This design comes from an exercise in tuning for a short achievable clock period and few clock cycles on the open sky130 flow, not from production work.
At most, simulation tests tie the RTL to the original design; equivalence was not proved.
Power and IR drop assume default switching activity.

==> run a <==
// MIPS
module MIPS (
	clock,
	reset,
	imem_addr,
	imem_data,
	dmem_addr,
	dmem_wdata,
	dmem_we,
	dmem_rdata
);
Settings: LEC_CHECK=0, ABC_CLOCK_PERIOD_IN_PS=3000, CAP_MARGIN=20, CORE_MARGIN=2, CORE_UTILIZATION=60, CTS_CLUSTER_DIAMETER=80, CTS_CLUSTER_SIZE=30, PLACE_DENSITY=0.72, SLEW_MARGIN=20; clock period 14.0 ns.
standard.sh (not shown) runs the stock make flow with config.mk's settings and CLKGATE_MAP_FILE= SYNTH_SCRIPT=/design/flow/synth_recipe.tcl, a recipe that flattens the netlist after the stock synthesis.
==> flow/flow/run.sh <==
#!/bin/bash
# Standard ORFS layout (the standard.sh, unchanged synthesis), with the
# resizer asked to keep a setup margin well beyond the default so that it
# keeps optimising paths that already meet the 14 ns clock.
set -uo pipefail
MARGIN=$(cat flow/margin.txt 2>/dev/null || echo 10)
bash standard.sh SETUP_SLACK_MARGIN=$MARGIN finish > flow_standard.log 2>&1
==> flow/flow/margin.txt <==
10
==> inputs of run b, as changes to run a <==
--- a/flow/design.v
+++ b/flow/design.v
@@ -16,40 +16,32 @@
 	input             sel_sltu,   
 	input             sel_link,
 	input      [31:0] link,
 	output     [31:0] result,
 	output     [31:0] sum,
 	output            overflow
 );
 wire [31:0] bx = b ^ {32{sub}};
-wire [31:0] p0 = a ^ bx;
-wire [31:0] g0 = (a & bx) | {31'd0, p0[0] & sub};
-wire [31:0] g1, p1, g2, p2, g3, p3, g4, p4, g5, p5;
+wire [32:0] s33 = {1'b0, a} + {1'b0, bx} + {32'd0, sub};
+assign sum = s33[31:0];
+assign overflow = (a[31] == bx[31]) && (sum[31] != a[31]);
+wire lt_s = sum[31] ^ overflow;
+wire lt_u = ~s33[32];
+wire [31:0] sin;
 genvar i;
-generate for (i = 0; i < 32; i = i + 1) begin : ks
-	if (i >= 1)  begin assign g1[i] = g0[i] | (p0[i] & g0[i-1]);  assign p1[i] = p0[i] & p0[i-1];  end
-	else         begin assign g1[i] = g0[i];                        assign p1[i] = p0[i];            end
-	if (i >= 2)  begin assign g2[i] = g1[i] | (p1[i] & g1[i-2]);  assign p2[i] = p1[i] & p1[i-2];  end
-	else         begin assign g2[i] = g1[i];                        assign p2[i] = p1[i];            end
-	if (i >= 4)  begin assign g3[i] = g2[i] | (p2[i] & g2[i-4]);  assign p3[i] = p2[i] & p2[i-4];  end
-	else         begin assign g3[i] = g2[i];                        assign p3[i] = p2[i];            end
-	if (i >= 8)  begin assign g4[i] = g3[i] | (p3[i] & g3[i-8]);  assign p4[i] = p3[i] & p3[i-8];  end
-	else         begin assign g4[i] = g3[i];                        assign p4[i] = p3[i];            end
-	if (i >= 16) begin assign g5[i] = g4[i] | (p4[i] & g4[i-16]); assign p5[i] = p4[i] & p4[i-16]; end
-	else         begin assign g5[i] = g4[i];                        assign p5[i] = p4[i];            end
+generate for (i = 0; i < 32; i = i + 1) begin : rev_in
+	assign sin[i] = sh_right ? sv[i] : sv[31-i];
+end endgenerate
+wire        fill = sh_arith & sv[31];
+wire [31:0] sr = $signed({fill, sin}) >>> shamt;
+wire [31:0] sres;
+generate for (i = 0; i < 32; i = i + 1) begin : rev_out
+	assign sres[i] = sh_right ? sr[i] : sr[31-i];
 end endgenerate
-wire [32:0] c = {g5, sub};           
-assign sum = p0 ^ c[31:0];
-assign overflow = c[31] ^ c[32];
-wire lt_s = sum[31] ^ overflow;
-wire lt_u = ~c[32];
-wire [31:0] sl = sv << shamt;
-wire [31:0] sr = $signed({sh_arith & sv[31], sv}) >>> shamt;
-wire [31:0] sres = sh_right ? sr : sl;
 assign result = ({32{sel_add}}  & sum)
               | ({32{sel_and}}  & (a & b))
               | ({32{sel_or}}   & (a | b))
               | ({32{sel_xor}}  & (a ^ b))
               | ({32{sel_nor}}  & ~(a | b))
               | ({32{sel_sh}}   & sres)
               | ({32{sel_link}} & link)
               | {31'd0, (sel_slt & lt_s) | (sel_sltu & lt_u)};
@@ -187,25 +179,24 @@
 reg [31:0] pc;
 reg        btb_valid;          
 reg [31:0] btb_pc, btb_tgt;
 reg        id_valid;
 reg [31:0] id_ir;
 reg [31:0] id_pc;
 reg        id_btb;             
 reg        ex_valid;
-reg [31:0] ex_a, ex_b, ex_t, ex_pc1, ex_tgt;
-reg [4:0]  ex_sa;
+reg [31:0] ex_a, ex_b, ex_imm, ex_pc1, ex_tgt;
 reg [4:0]  ex_dest;
 reg        ex_writes, ex_ovf_chk, ex_load, ex_store;
-reg        ex_sub, ex_sh_right, ex_sh_arith, ex_sh_var;
+reg        ex_b_imm, ex_sub, ex_sh_right, ex_sh_arith, ex_sh_var;
 reg        ex_sel_add, ex_sel_and, ex_sel_or, ex_sel_xor, ex_sel_nor, ex_sel_sh,
            ex_sel_slt, ex_sel_sltu, ex_sel_link;
 reg        ex_br, ex_br_eq, ex_br_ne, ex_br_neg, ex_br_pos, ex_jr, ex_pred;
-reg        ex_fa_mem, ex_fb_mem, ex_ft_mem;
+reg        ex_fa_mem, ex_fb_mem;
 reg        mem_we_r;           
 reg [4:0]  mem_dest;
 reg        mem_load;
 reg [31:0] mem_res;
 reg        st_we;
 reg [31:0] st_addr, st_data;
 reg        wb_we;
 reg [4:0]  wb_dest;
@@ -248,38 +239,37 @@
 wire [31:0] id_a = mfw_rs ? mem_val : (byp_rs ? wb_val : rf_rs);
 wire [31:0] id_b = mfw_rt ? mem_val : (byp_rt ? wb_val : rf_rt);
 wire [31:0] id_pc1   = id_pc + 32'd1;
 wire [31:0] id_btgt  = id_pc1 + {{16{id_ir[15]}}, id_ir[15:0]};
 wire [31:0] id_jtgt  = {6'd0, id_ir[25:0]};
 wire ex_ld_hit = ex_valid && ex_load && (ex_dest != 5'd0) &&
                  ((d_uses_rs && ex_dest == id_rs) || (d_uses_rt && ex_dest == id_rt));
 wire [31:0] fa = ex_fa_mem ? mem_res : ex_a;
-wire [31:0] fb = ex_fb_mem ? mem_res : ex_b;    
-wire [31:0] ft = ex_ft_mem ? mem_res : ex_t;    
+wire [31:0] fb = ex_fb_mem ? mem_res : ex_b;
 wire [31:0] alu_res, alu_sum;
 wire        alu_ovf;
 alu ALU (
 	.a(fa),
-	.b(fb),
+	.b(ex_b_imm ? ex_imm : fb),
 	.sv(fb),
-	.shamt(ex_sh_var ? fa[4:0] : ex_sa),
+	.shamt(ex_sh_var ? fa[4:0] : ex_imm[4:0]),
 	.sub(ex_sub),
 	.sh_right(ex_sh_right),
 	.sh_arith(ex_sh_arith),
 	.sel_add(ex_sel_add), .sel_and(ex_sel_and), .sel_or(ex_sel_or), .sel_xor(ex_sel_xor),
 	.sel_nor(ex_sel_nor), .sel_sh(ex_sel_sh), .sel_slt(ex_sel_slt), .sel_sltu(ex_sel_sltu),
 	.sel_link(ex_sel_link),
 	.link(ex_pc1),
 	.result(alu_res),
 	.sum(alu_sum),
 	.overflow(alu_ovf)
 );
 wire ex_wr_now = ex_valid && ex_writes && !(ex_ovf_chk && alu_ovf);
-wire br_equal = (fa == ft);
+wire br_equal = (fa == fb);
 wire br_taken = (ex_br_eq && br_equal) ||
                 (ex_br_ne && !br_equal && !(ex_br_pos && fa[31])) ||
                 (ex_br_neg && fa[31]) ||
                 (ex_br_pos && !ex_br_ne && !fa[31]);
 wire        ex_redirect = ex_valid && (ex_jr || (ex_br && (br_taken != ex_pred)));
 wire [31:0] ex_target   = ex_jr ? fa : (ex_pred ? ex_pc1 : ex_tgt);
 wire stall       = id_valid && ex_ld_hit;
 wire id_go       = id_valid && !stall && !ex_redirect;
@@ -317,26 +307,26 @@
 		id_pc <= pc;
 		id_btb <= btb_hit;
 	end
 	if (id_valid && id_pred && !id_btb) begin
 		btb_pc  <= id_pc;
 		btb_tgt <= id_btgt;
 	end
 	ex_a        <= id_a;
-	ex_b        <= d_b_imm ? d_imm : id_b;
-	ex_t        <= id_b;
-	ex_sa       <= d_imm[4:0];
+	ex_b        <= id_b;
+	ex_imm      <= d_imm;
 	ex_pc1      <= id_pc1;
 	ex_tgt      <= id_btgt;
 	ex_dest     <= d_dest;
 	ex_writes   <= d_writes && (d_dest != 5'd0);
 	ex_ovf_chk  <= d_ovf_chk;
 	ex_load     <= d_load;
 	ex_store    <= d_store;
+	ex_b_imm    <= d_b_imm;
 	ex_sub      <= d_sub;
 	ex_sh_right <= d_sh_right;
 	ex_sh_arith <= d_sh_arith;
 	ex_sh_var   <= d_sh_var;
 	ex_sel_add  <= d_sel_add;
 	ex_sel_and  <= d_sel_and;
 	ex_sel_or   <= d_sel_or;
 	ex_sel_xor  <= d_sel_xor;
@@ -348,23 +338,24 @@
 	ex_br       <= d_br;
 	ex_br_eq    <= d_br_eq;
 	ex_br_ne    <= d_br_ne;
 	ex_br_neg   <= d_br_neg;
 	ex_br_pos   <= d_br_pos;
 	ex_jr       <= d_jr;
 	ex_pred     <= id_pred;
 	ex_fa_mem   <= ex_wr_now && (ex_dest == id_rs);
-	ex_fb_mem   <= ex_wr_now && (ex_dest == id_rt) && !d_b_imm;
-	ex_ft_mem   <= ex_wr_now && (ex_dest == id_rt);
+	ex_fb_mem   <= ex_wr_now && (ex_dest == id_rt);
 	mem_dest <= ex_dest;
 	mem_load <= ex_load;
 	mem_res  <= alu_res;
-	st_addr  <= alu_sum;    
-	st_data  <= ft;
+	if (ex_valid && (ex_load || ex_store))
+		st_addr <= alu_sum;
+	if (ex_valid && ex_store)
+		st_data <= fb;
 	wb_dest <= mem_dest;
 	wb_val  <= mem_val;
 end
 assign imem_addr  = pc;
 assign dmem_addr  = st_addr;
 assign dmem_wdata = st_data;
 assign dmem_we    = st_we;
 endmodule
- CORE_UTILIZATION: 60 -> 40
- CTS_CLUSTER_DIAMETER: 80 -> not set
- CTS_CLUSTER_SIZE: 30 -> not set
- PLACE_DENSITY: 0.72 -> not set
==> inputs of run c, as changes to run a <==
--- a/flow/design.v
+++ b/flow/design.v
@@ -16,40 +16,32 @@
 	input             sel_sltu,   
 	input             sel_link,
 	input      [31:0] link,
 	output     [31:0] result,
 	output     [31:0] sum,
 	output            overflow
 );
 wire [31:0] bx = b ^ {32{sub}};
-wire [31:0] p0 = a ^ bx;
-wire [31:0] g0 = (a & bx) | {31'd0, p0[0] & sub};
-wire [31:0] g1, p1, g2, p2, g3, p3, g4, p4, g5, p5;
+wire [32:0] s33 = {1'b0, a} + {1'b0, bx} + {32'd0, sub};
+assign sum = s33[31:0];
+assign overflow = (a[31] == bx[31]) && (sum[31] != a[31]);
+wire lt_s = sum[31] ^ overflow;
+wire lt_u = ~s33[32];
+wire [31:0] sin;
 genvar i;
-generate for (i = 0; i < 32; i = i + 1) begin : ks
-	if (i >= 1)  begin assign g1[i] = g0[i] | (p0[i] & g0[i-1]);  assign p1[i] = p0[i] & p0[i-1];  end
-	else         begin assign g1[i] = g0[i];                        assign p1[i] = p0[i];            end
-	if (i >= 2)  begin assign g2[i] = g1[i] | (p1[i] & g1[i-2]);  assign p2[i] = p1[i] & p1[i-2];  end
-	else         begin assign g2[i] = g1[i];                        assign p2[i] = p1[i];            end
-	if (i >= 4)  begin assign g3[i] = g2[i] | (p2[i] & g2[i-4]);  assign p3[i] = p2[i] & p2[i-4];  end
-	else         begin assign g3[i] = g2[i];                        assign p3[i] = p2[i];            end
-	if (i >= 8)  begin assign g4[i] = g3[i] | (p3[i] & g3[i-8]);  assign p4[i] = p3[i] & p3[i-8];  end
-	else         begin assign g4[i] = g3[i];                        assign p4[i] = p3[i];            end
-	if (i >= 16) begin assign g5[i] = g4[i] | (p4[i] & g4[i-16]); assign p5[i] = p4[i] & p4[i-16]; end
-	else         begin assign g5[i] = g4[i];                        assign p5[i] = p4[i];            end
+generate for (i = 0; i < 32; i = i + 1) begin : rev_in
+	assign sin[i] = sh_right ? sv[i] : sv[31-i];
+end endgenerate
+wire        fill = sh_arith & sv[31];
+wire [31:0] sr = $signed({fill, sin}) >>> shamt;
+wire [31:0] sres;
+generate for (i = 0; i < 32; i = i + 1) begin : rev_out
+	assign sres[i] = sh_right ? sr[i] : sr[31-i];
 end endgenerate
-wire [32:0] c = {g5, sub};           
-assign sum = p0 ^ c[31:0];
-assign overflow = c[31] ^ c[32];
-wire lt_s = sum[31] ^ overflow;
-wire lt_u = ~c[32];
-wire [31:0] sl = sv << shamt;
-wire [31:0] sr = $signed({sh_arith & sv[31], sv}) >>> shamt;
-wire [31:0] sres = sh_right ? sr : sl;
 assign result = ({32{sel_add}}  & sum)
               | ({32{sel_and}}  & (a & b))
               | ({32{sel_or}}   & (a | b))
               | ({32{sel_xor}}  & (a ^ b))
               | ({32{sel_nor}}  & ~(a | b))
               | ({32{sel_sh}}   & sres)
               | ({32{sel_link}} & link)
               | {31'd0, (sel_slt & lt_s) | (sel_sltu & lt_u)};
@@ -180,32 +172,28 @@
 input         reset;
 output [31:0] imem_addr;
 input  [31:0] imem_data;
 output [31:0] dmem_addr;
 output [31:0] dmem_wdata;
 output        dmem_we;
 input  [31:0] dmem_rdata;
 reg [31:0] pc;
-reg        btb_valid;          
-reg [31:0] btb_pc, btb_tgt;
 reg        id_valid;
 reg [31:0] id_ir;
 reg [31:0] id_pc;
-reg        id_btb;             
 reg        ex_valid;
-reg [31:0] ex_a, ex_b, ex_t, ex_pc1, ex_tgt;
-reg [4:0]  ex_sa;
+reg [31:0] ex_a, ex_b, ex_imm, ex_pc1, ex_tgt;
 reg [4:0]  ex_dest;
 reg        ex_writes, ex_ovf_chk, ex_load, ex_store;
-reg        ex_sub, ex_sh_right, ex_sh_arith, ex_sh_var;
+reg        ex_b_imm, ex_sub, ex_sh_right, ex_sh_arith, ex_sh_var;
 reg        ex_sel_add, ex_sel_and, ex_sel_or, ex_sel_xor, ex_sel_nor, ex_sel_sh,
            ex_sel_slt, ex_sel_sltu, ex_sel_link;
 reg        ex_br, ex_br_eq, ex_br_ne, ex_br_neg, ex_br_pos, ex_jr, ex_pred;
-reg        ex_fa_mem, ex_fb_mem, ex_ft_mem;
+reg        ex_fa_mem, ex_fa_wb, ex_fb_mem, ex_fb_wb;
 reg        mem_we_r;           
 reg [4:0]  mem_dest;
 reg        mem_load;
 reg [31:0] mem_res;
 reg        st_we;
 reg [31:0] st_addr, st_data;
 reg        wb_we;
 reg [4:0]  wb_dest;
@@ -237,106 +225,91 @@
 	.w_data(wb_val),
 	.r1_addr(id_rs),
 	.r2_addr(id_rt),
 	.r1_data(rf_rs),
 	.r2_data(rf_rt)
 );
 wire        byp_rs = wb_we && (wb_dest == id_rs) && (id_rs != 5'd0);
 wire        byp_rt = wb_we && (wb_dest == id_rt) && (id_rt != 5'd0);
-wire        mfw_rs = mem_we_r && (mem_dest == id_rs);
-wire        mfw_rt = mem_we_r && (mem_dest == id_rt);
-wire [31:0] mem_val = mem_load ? dmem_rdata : mem_res;
-wire [31:0] id_a = mfw_rs ? mem_val : (byp_rs ? wb_val : rf_rs);
-wire [31:0] id_b = mfw_rt ? mem_val : (byp_rt ? wb_val : rf_rt);
+wire [31:0] id_a = byp_rs ? wb_val : rf_rs;
+wire [31:0] id_b = byp_rt ? wb_val : rf_rt;
 wire [31:0] id_pc1   = id_pc + 32'd1;
 wire [31:0] id_btgt  = id_pc1 + {{16{id_ir[15]}}, id_ir[15:0]};
 wire [31:0] id_jtgt  = {6'd0, id_ir[25:0]};
 wire ex_ld_hit = ex_valid && ex_load && (ex_dest != 5'd0) &&
                  ((d_uses_rs && ex_dest == id_rs) || (d_uses_rt && ex_dest == id_rt));
-wire [31:0] fa = ex_fa_mem ? mem_res : ex_a;
-wire [31:0] fb = ex_fb_mem ? mem_res : ex_b;    
-wire [31:0] ft = ex_ft_mem ? mem_res : ex_t;    
+wire [31:0] fa = ex_fa_mem && mem_we_r ? mem_res : (ex_fa_wb ? wb_val : ex_a);
+wire [31:0] fb = ex_fb_mem && mem_we_r ? mem_res : (ex_fb_wb ? wb_val : ex_b);
 wire [31:0] alu_res, alu_sum;
 wire        alu_ovf;
 alu ALU (
 	.a(fa),
-	.b(fb),
+	.b(ex_b_imm ? ex_imm : fb),
 	.sv(fb),
-	.shamt(ex_sh_var ? fa[4:0] : ex_sa),
+	.shamt(ex_sh_var ? fa[4:0] : ex_imm[4:0]),
 	.sub(ex_sub),
 	.sh_right(ex_sh_right),
 	.sh_arith(ex_sh_arith),
 	.sel_add(ex_sel_add), .sel_and(ex_sel_and), .sel_or(ex_sel_or), .sel_xor(ex_sel_xor),
 	.sel_nor(ex_sel_nor), .sel_sh(ex_sel_sh), .sel_slt(ex_sel_slt), .sel_sltu(ex_sel_sltu),
 	.sel_link(ex_sel_link),
 	.link(ex_pc1),
 	.result(alu_res),
 	.sum(alu_sum),
 	.overflow(alu_ovf)
 );
-wire ex_wr_now = ex_valid && ex_writes && !(ex_ovf_chk && alu_ovf);
-wire br_equal = (fa == ft);
+wire br_equal = (fa == fb);
 wire br_taken = (ex_br_eq && br_equal) ||
                 (ex_br_ne && !br_equal && !(ex_br_pos && fa[31])) ||
                 (ex_br_neg && fa[31]) ||
                 (ex_br_pos && !ex_br_ne && !fa[31]);
 wire        ex_redirect = ex_valid && (ex_jr || (ex_br && (br_taken != ex_pred)));
 wire [31:0] ex_target   = ex_jr ? fa : (ex_pred ? ex_pc1 : ex_tgt);
 wire stall       = id_valid && ex_ld_hit;
 wire id_go       = id_valid && !stall && !ex_redirect;
 wire id_pred     = d_br && id_ir[15];                  
-wire id_redirect = id_go && (d_j || (id_pred && !id_btb));
-wire btb_hit     = btb_valid && (pc == btb_pc);
+wire id_redirect = id_go && (d_j || id_pred);
 always @(posedge clock or negedge reset) begin
 	if (!reset) begin
 		pc       <= 32'd0;
-		btb_valid <= 1'b0;
 		id_valid <= 1'b0;
 		ex_valid <= 1'b0;
 		mem_we_r <= 1'b0;
 		st_we    <= 1'b0;
 		wb_we    <= 1'b0;
 	end else begin
 		if (ex_redirect)      pc <= ex_target;
 		else if (stall)       pc <= pc;
 		else if (id_redirect) pc <= d_j ? id_jtgt : id_btgt;
-		else if (btb_hit)     pc <= btb_tgt;
 		else                  pc <= pc + 32'd1;
-		if (id_valid && id_pred && !id_btb)
-			btb_valid <= 1'b1;
 		if (!stall || ex_redirect)
 			id_valid <= !ex_redirect && !id_redirect;
 		ex_valid <= id_go;
-		mem_we_r <= ex_wr_now;
+		mem_we_r <= ex_valid && ex_writes && !(ex_ovf_chk && alu_ovf);
 		st_we    <= ex_valid && ex_store;
 		wb_we    <= mem_we_r;
 	end
 end
 always @(posedge clock) begin
 	if (!stall) begin
 		id_ir <= imem_data;
 		id_pc <= pc;
-		id_btb <= btb_hit;
-	end
-	if (id_valid && id_pred && !id_btb) begin
-		btb_pc  <= id_pc;
-		btb_tgt <= id_btgt;
 	end
 	ex_a        <= id_a;
-	ex_b        <= d_b_imm ? d_imm : id_b;
-	ex_t        <= id_b;
-	ex_sa       <= d_imm[4:0];
+	ex_b        <= id_b;
+	ex_imm      <= d_imm;
 	ex_pc1      <= id_pc1;
 	ex_tgt      <= id_btgt;
 	ex_dest     <= d_dest;
 	ex_writes   <= d_writes && (d_dest != 5'd0);
 	ex_ovf_chk  <= d_ovf_chk;
 	ex_load     <= d_load;
 	ex_store    <= d_store;
+	ex_b_imm    <= d_b_imm;
 	ex_sub      <= d_sub;
 	ex_sh_right <= d_sh_right;
 	ex_sh_arith <= d_sh_arith;
 	ex_sh_var   <= d_sh_var;
 	ex_sel_add  <= d_sel_add;
 	ex_sel_and  <= d_sel_and;
 	ex_sel_or   <= d_sel_or;
 	ex_sel_xor  <= d_sel_xor;
@@ -347,24 +320,27 @@
 	ex_sel_link <= d_sel_link;
 	ex_br       <= d_br;
 	ex_br_eq    <= d_br_eq;
 	ex_br_ne    <= d_br_ne;
 	ex_br_neg   <= d_br_neg;
 	ex_br_pos   <= d_br_pos;
 	ex_jr       <= d_jr;
 	ex_pred     <= id_pred;
-	ex_fa_mem   <= ex_wr_now && (ex_dest == id_rs);
-	ex_fb_mem   <= ex_wr_now && (ex_dest == id_rt) && !d_b_imm;
-	ex_ft_mem   <= ex_wr_now && (ex_dest == id_rt);
+	ex_fa_mem   <= ex_valid && ex_writes && (ex_dest == id_rs);
+	ex_fa_wb    <= mem_we_r && (mem_dest == id_rs);
+	ex_fb_mem   <= ex_valid && ex_writes && (ex_dest == id_rt);
+	ex_fb_wb    <= mem_we_r && (mem_dest == id_rt);
 	mem_dest <= ex_dest;
 	mem_load <= ex_load;
 	mem_res  <= alu_res;
-	st_addr  <= alu_sum;    
-	st_data  <= ft;
+	if (ex_valid && (ex_load || ex_store))
+		st_addr <= alu_sum;
+	if (ex_valid && ex_store)
+		st_data <= fb;
 	wb_dest <= mem_dest;
-	wb_val  <= mem_val;
+	wb_val  <= mem_load ? dmem_rdata : mem_res;
 end
 assign imem_addr  = pc;
 assign dmem_addr  = st_addr;
 assign dmem_wdata = st_data;
 assign dmem_we    = st_we;
 endmodule
==> flow/run.sh (new file) <==
#!/bin/bash
# synth_recipe.tcl (not shown) runs the flow's synth.tcl, then flattens the netlist and writes it again
# the make line also repeats each setting of config.mk as NAME=value (left out here)
make -C /OpenROAD-flow-scripts/flow DESIGN_CONFIG=/design/flow/config.mk WORK_HOME=/design/flow/orfs CLKGATE_MAP_FILE= SYNTH_SCRIPT=/design/flow/synth_recipe.tcl finish
- ABC_CLOCK_PERIOD_IN_PS: 3000 -> not set
- CORE_UTILIZATION: 60 -> 40
- CTS_CLUSTER_DIAMETER: 80 -> not set
- CTS_CLUSTER_SIZE: 30 -> not set
- PLACE_DENSITY: 0.72 -> not set
removed: flow/flow/run.sh
removed: flow/flow/margin.txt
removed: flow/standard.sh
==> inputs of run d, as changes to run a <==
--- a/flow/design.v
+++ b/flow/design.v
@@ -180,16 +180,17 @@
 input         reset;
 output [31:0] imem_addr;
 input  [31:0] imem_data;
 output [31:0] dmem_addr;
 output [31:0] dmem_wdata;
 output        dmem_we;
 input  [31:0] dmem_rdata;
 reg [31:0] pc;
+reg [31:0] fetch_addr;         
 reg        btb_valid;          
 reg [31:0] btb_pc, btb_tgt;
 reg        id_valid;
 reg [31:0] id_ir;
 reg [31:0] id_pc;
 reg        id_btb;             
 reg        ex_valid;
 reg [31:0] ex_a, ex_b, ex_t, ex_pc1, ex_tgt;
@@ -281,42 +282,44 @@
                 (ex_br_pos && !ex_br_ne && !fa[31]);
 wire        ex_redirect = ex_valid && (ex_jr || (ex_br && (br_taken != ex_pred)));
 wire [31:0] ex_target   = ex_jr ? fa : (ex_pred ? ex_pc1 : ex_tgt);
 wire stall       = id_valid && ex_ld_hit;
 wire id_go       = id_valid && !stall && !ex_redirect;
 wire id_pred     = d_br && id_ir[15];                  
 wire id_redirect = id_go && (d_j || (id_pred && !id_btb));
 wire btb_hit     = btb_valid && (pc == btb_pc);
+wire [31:0] pc_next = ex_redirect ? ex_target :
+                      stall       ? pc :
+                      id_redirect ? (d_j ? id_jtgt : id_btgt) :
+                      btb_hit     ? btb_tgt : pc + 32'd1;
 always @(posedge clock or negedge reset) begin
 	if (!reset) begin
 		pc       <= 32'd0;
 		btb_valid <= 1'b0;
 		id_valid <= 1'b0;
 		ex_valid <= 1'b0;
 		mem_we_r <= 1'b0;
-		st_we    <= 1'b0;
 		wb_we    <= 1'b0;
 	end else begin
-		if (ex_redirect)      pc <= ex_target;
-		else if (stall)       pc <= pc;
-		else if (id_redirect) pc <= d_j ? id_jtgt : id_btgt;
-		else if (btb_hit)     pc <= btb_tgt;
-		else                  pc <= pc + 32'd1;
+		pc <= pc_next;
 		if (id_valid && id_pred && !id_btb)
 			btb_valid <= 1'b1;
 		if (!stall || ex_redirect)
 			id_valid <= !ex_redirect && !id_redirect;
 		ex_valid <= id_go;
 		mem_we_r <= ex_wr_now;
-		st_we    <= ex_valid && ex_store;
 		wb_we    <= mem_we_r;
 	end
 end
 always @(posedge clock) begin
+	fetch_addr <= reset ? pc_next : 32'd0;
+	st_we      <= reset && ex_valid && ex_store;
+end
+always @(posedge clock) begin
 	if (!stall) begin
 		id_ir <= imem_data;
 		id_pc <= pc;
 		id_btb <= btb_hit;
 	end
 	if (id_valid && id_pred && !id_btb) begin
 		btb_pc  <= id_pc;
 		btb_tgt <= id_btgt;
@@ -358,13 +361,13 @@
 	mem_dest <= ex_dest;
 	mem_load <= ex_load;
 	mem_res  <= alu_res;
 	st_addr  <= alu_sum;    
 	st_data  <= ft;
 	wb_dest <= mem_dest;
 	wb_val  <= mem_val;
 end
-assign imem_addr  = pc;
+assign imem_addr  = fetch_addr;
 assign dmem_addr  = st_addr;
 assign dmem_wdata = st_data;
 assign dmem_we    = st_we;
 endmodule
==> flow/flow/margin.txt (replaced) <==
10.3
- CTS_CLUSTER_SIZE: 30 -> 25
==> run notes <==
- Of run a and run d, run d has the higher combinational power (gap 8.2%, measured against run d).
- Sequential cell count: run d > run a > run b > run c.
- Worst setup slack: run a is better than run c (1.2 ns).
- The lowest clock skew belongs to run d, the highest to run a.
- Of run c and run d, run d has the higher area after synthesis (gap 5.3%, measured against run d).
- Via count, lowest first: run c, run b, run a, run d.
- Final cell count: run b > run c > run d > run a.
- In run b the cell area is higher than in run d, by about 0.7%.
- Between run c and run b, the lower clock-buffer cell count is in run c (gap 15).
Testbench counts of run c, summed over its fixed seeds: cycles 29,973.
Testbench counts of run d, summed over its fixed seeds: cycles 28,837.
For run a and run b, only the layout was checked, not whether the RTL still works.

afterwards: timing with drivers on the ports:
Ports are ideal in the flow. The routed layouts listed here were re-timed in OpenROAD. Step 1 sets driving cells, clkbuf_16 on the clock port and buf_2 on the other inputs (assumed; they add their load-dependent delay and slew). Step 2, shift: input delay + t, output delay - t, t = (earliest + latest rising clock arrival at the registers) / 2. This alone moves slack from input paths to output paths. Slacks: ideal / step 1 / step 2; pairs: ideal / step 1.
run | t, ns | setup slack, ns | worst setup path at the end | pins driven straight from the clock port
run a | 0.794 | 9.818 / 9.742 / 9.175 | input to register | 1
run b | 0.882 | 9.620 / 9.534 / 9.745 | input to register | 1
run c | 0.893 | 8.581 / 8.581 / 8.581 | register to register | 1
run d | 0.796 | 9.940 / 9.866 / 9.488 | input to register | 1
After both steps every run listed still meets setup and hold. The setup slack of run a, which loses most, moves by -0.076 ns with the drivers and by -0.643 ns with both steps.
